Source: an optimization exercise on an open RTL-to-GDS flow (aim: small area). Production flows keep margins and buffers that such runs may drop.
The RTL was checked by simulation tests, not by an equivalence proof against the original design.
Power figures rest on the tool's default switching activity, not on a simulated workload.

Setup of job 7476:
==> flow/design.v <==
module fpga2sdram_test(
  input  wire         clk,
  input  wire         rst,
  input  wire [9:0]   reg_address,
  input  wire         reg_write,
  input  wire         reg_read,
  input  wire [63:0]  reg_writedata,
  input  wire [7:0]   reg_byteenable,
  output wire [63:0]  reg_readdata,
  output wire         reg_waitrequest,
  output wire         reg_readdatavalid,
  output wire [27:0]  sdram0_address,
  output wire [7:0]   sdram0_burstcount,
  output wire         sdram0_write,
  output wire [127:0] sdram0_writedata,
  output wire [15:0]  sdram0_byteenable,
  input  wire         sdram0_waitrequest,
  output wire         irq
);
logic [2:0] takt;
wire        wr_last = reg_write & (takt == 3'd3);
wire        rd_last = reg_read  & takt[2];
always_ff @( posedge clk or posedge rst )
  if( rst )
    takt <= '0;
  else
    if( ( reg_write | reg_read ) & !wr_last & !rd_last )
      takt <= takt + 1'd1;
    else
      takt <= '0;
assign reg_waitrequest   = ( reg_write & !wr_last ) | ( reg_read & !rd_last );
assign reg_readdatavalid = rd_last;
wire [8:0] ridx = reg_address[9:1] + {7'd0, takt[1:0]};
wire       is_ctrl = ( ridx < 9'd5 );
wire [1:0] sidx = ridx[1:0] + 2'd3;    
wire [15:0] wdata = reg_writedata [ takt[1:0]*16 +: 16 ];
wire [1:0]  wbe   = reg_byteenable[ takt[1:0]*2  +: 2  ];
logic [15:0] cr [0:4];
genvar g;
generate
  for( g = 0; g < 5; g = g + 1 )
    begin : g_cr
      wire we = reg_write & ( ridx == g );
      always_ff @( posedge clk or posedge rst )
        if( rst )
          cr[g] <= '0;
        else
          begin
            if( we & wbe[0] )
              cr[g][7:0]  <= wdata[7:0];
            if( we & wbe[1] )
              cr[g][15:8] <= wdata[15:8];
          end
    end
endgenerate
wire [31:0] dma_addr = { cr[2], cr[1] };
wire [31:0] dma_size = { cr[4], cr[3] };
logic        running;
logic [31:0] cycle_cnt;
logic [31:0] data_cnt;
logic [27:0] addr_cnt;
logic ain_d1, ain_d2, ain_d3;
always_ff @( posedge clk or posedge rst )
  if( rst )
    { ain_d3, ain_d2, ain_d1 } <= '0;
  else
    { ain_d3, ain_d2, ain_d1 } <= { ain_d2, ain_d1, cr[0][0] };
wire run_stb = ain_d2 & !ain_d3;
wire [31:0] data_inc = data_cnt + 1'd1;
wire        at_end   = ( data_inc == dma_size );
wire        finished = at_end & !sdram0_waitrequest;
always_ff @( posedge clk or posedge rst )
  if( rst )
    running <= 1'b0;
  else
    if( run_stb )
      running <= 1'b1;
    else
      if( finished )
        running <= 1'b0;
always_ff @( posedge clk or posedge rst )
  if( rst )
    cycle_cnt <= '0;
  else
    if( run_stb )
      cycle_cnt <= '0;
    else
      if( running )
        cycle_cnt <= cycle_cnt + 1'd1;
always_ff @( posedge clk )
  if( !running )
    data_cnt <= '0;
  else
    if( !sdram0_waitrequest & !at_end )
      data_cnt <= data_inc;
always_ff @( posedge clk )
  if( run_stb )
    addr_cnt <= dma_addr[27:0];
  else
    if( !sdram0_waitrequest )
      addr_cnt <= addr_cnt + 1'd1;
logic [15:0] rdata;
always_comb
  if( is_ctrl )
    case( ridx[2:0] )
      3'd0:    rdata = cr[0];
      3'd1:    rdata = cr[1];
      3'd2:    rdata = cr[2];
      3'd3:    rdata = cr[3];
      default: rdata = cr[4];
    endcase
  else
    case( sidx )
      2'd0:    rdata = { 15'd0, running };
      2'd1:    rdata = cycle_cnt[15:0];
      2'd2:    rdata = cycle_cnt[31:16];
      default: rdata = '0;
    endcase
logic [63:0] rd_shift;
always_ff @( posedge clk )
  rd_shift <= { rdata, rd_shift[63:16] };
assign reg_readdata = rd_shift;
assign irq               = finished & running;
assign sdram0_writedata  = { 32'hffffffff, ~data_cnt, 32'h00000000, data_cnt };
assign sdram0_write      = running;
assign sdram0_byteenable = 16'hffff;
assign sdram0_burstcount = 8'd1;
assign sdram0_address    = addr_cnt;
endmodule
export LEC_CHECK = 0
export CAP_MARGIN = 20
export CORE_MARGIN = 2
export CORE_UTILIZATION = 40
export SLEW_MARGIN = 20
create_clock -name core_clock -period 6.0 [get_ports {clk}]
run.sh (not shown) runs the stock make flow with config.mk's settings and CLKGATE_MAP_FILE= SYNTH_SCRIPT=/design/flow/synth_recipe.tcl, a recipe that flattens the netlist after the stock synthesis.
Edits applied to the flow inputs when going from job 7476 to job 3404:
- ABC_AREA now 1, previously not set
- CTS_BUF_LIST now sky130_fd_sc_hd__clkbuf_4, previously not set
- Where register-to-register slack is concerned, job 7476 is better than job 3404.
- Largest net degree at the start of global routing in job 3404 vs job 7476: down 15
- The most frequent standard cell in the layout excluding fill and tap cells comes out sky130_fd_sc_hd__nand2_1 in one run and sky130_fd_sc_hd__clkdlybuf4s50_1 in the other, namely in job 3404 and job 7476 respectively.
- Signed area change from the synthesized netlist to the final layout was lower in the run labelled job 3404.
- Of job 3404 and job 7476, the lower first-pass GRT wire length belongs to job 7476.
- In the flow results for job 3404 and job 7476, the final RePlAce weighted congestion is smaller on job 7476.
- In job 3404, number of cells on the worst reg-to-reg path is higher than in job 7476.
## Diff of input files: job 979 against job 3404
==> flow/flow/run.sh (new file) <==
#!/bin/bash
# Standard layout, with the smallest buffer on every port and no dummy clock loads.
set -euo pipefail
export BUFFER_PORTS_ARGS="-buffer_cell sky130_fd_sc_hd__buf_1"
export CTS_ARGS="-sink_clustering_enable -repair_clock_nets -dont_use_dummy_load -buf_list sky130_fd_sc_hd__clkbuf_4"
bash standard.sh finish > standard_flow.log 2>&1
==> flow/standard.sh (new file) <==
#!/bin/bash
# synth_recipe.tcl (not shown) runs the flow's synth.tcl, then flattens the netlist and writes it again
# the make line also repeats each setting of config.mk as NAME=value (left out here)
make -C /OpenROAD-flow-scripts/flow DESIGN_CONFIG=/design/flow/config.mk WORK_HOME=/design/flow/orfs CLKGATE_MAP_FILE= SYNTH_SCRIPT=/design/flow/synth_recipe.tcl "${@:-finish}"
removed: flow/run.sh
==> comparison <==
The worst hold margin reported for job 979 is greater than that of job 3404 by 13 ps.
Compared with job 3404, job 979 shows a lower post-route clock period utilization.
Job 979: all stages complete, timing, DRC and antenna checks passed
Wire length of job 979 falls short of that of job 3404 by a few percent.
The final reports for job 979 and job 3404 show sequential share of layout area higher in the former.
Against job 3404, the final cell area of job 979 is lower.


RTL: the design.v shown in full above, as it stands there.
clock: 6.0 ns
lec_check: 0
cap_margin: 20
core_margin: 2
core_utilization: 40
slew_margin: 20
standard.sh (not shown) runs the stock make flow with config.mk's settings and CLKGATE_MAP_FILE= SYNTH_SCRIPT=/design/flow/synth_recipe.tcl, a recipe that flattens the netlist after the stock synthesis.
==> flow/flow/run.sh <==
#!/bin/bash
set -euo pipefail
export BUFFER_PORTS_ARGS="-buffer_cell sky130_fd_sc_hd__buf_1"
export CTS_ARGS="-sink_clustering_enable -repair_clock_nets -dont_use_dummy_load -buf_list sky130_fd_sc_hd__clkbuf_8 -sink_clustering_size 16 -sink_clustering_max_diameter 60"
bash standard.sh finish > standard_flow.log 2>&1
The baseline produced a clean layout.
Change:
==> flow/flow/run.sh (replaced) <==
#!/bin/bash
set -euo pipefail
export BUFFER_PORTS_ARGS="-buffer_cell sky130_fd_sc_hd__buf_1"
export CTS_ARGS="-sink_clustering_enable -repair_clock_nets -dont_use_dummy_load -buf_list sky130_fd_sc_hd__clkbuf_4 -sink_clustering_size 10 -sink_clustering_max_diameter 50"
bash standard.sh finish > standard_flow.log 2>&1
=> The new run finished clean; total power shrinks by 2.5%; wire length stays flat; synthesized cell count stays the same; final cell count came out higher by 0.66%; maximum frequency went down by 0.99%; synthesized area stays the same; via count stays flat; cell area came out lower by 0.55%; worst setup slack gets worse by 0.053 ns; die area does not change.

-- re-timing with driven ports --
Ports are ideal in the flow. The routed layouts listed here were re-timed in OpenROAD. Step 1, drivers: a clkbuf_16 drives clk and a buf_2 each remaining input, both assumed. Step 2 moves the port delays by t, midway between the first and last clock arrival at a register: inputs arrive t later, outputs are due t later. That takes back most of the time a late clock gives input paths. Slacks: ideal ports / drivers / drivers and shift; pairs: ideal ports / drivers.
| run | t (ns) | setup WS [ns] | hold WS [ns] |
|---|---|---|---|
| job 7476 | 0.583 | 0.571 / 0.515 / 1.098 | 0.348 / 0.348 / 0.348 |
| job 3404 | 0.705 | 0.896 / 0.846 / 0.936 | 0.325 / 0.325 / 0.325 |
| job 979 | 0.722 | 1.374 / 1.325 / 1.530 | 0.339 / 0.339 / 0.339 |
| the first run of note 2 | 0.595 | 0.695 / 0.646 / 1.240 | 0.294 / 0.294 / 0.294 |
| the second run of note 2 | 0.667 | 0.642 / 0.592 / 1.259 | 0.341 / 0.341 / 0.341 |
After both steps every run listed still meets setup and hold.
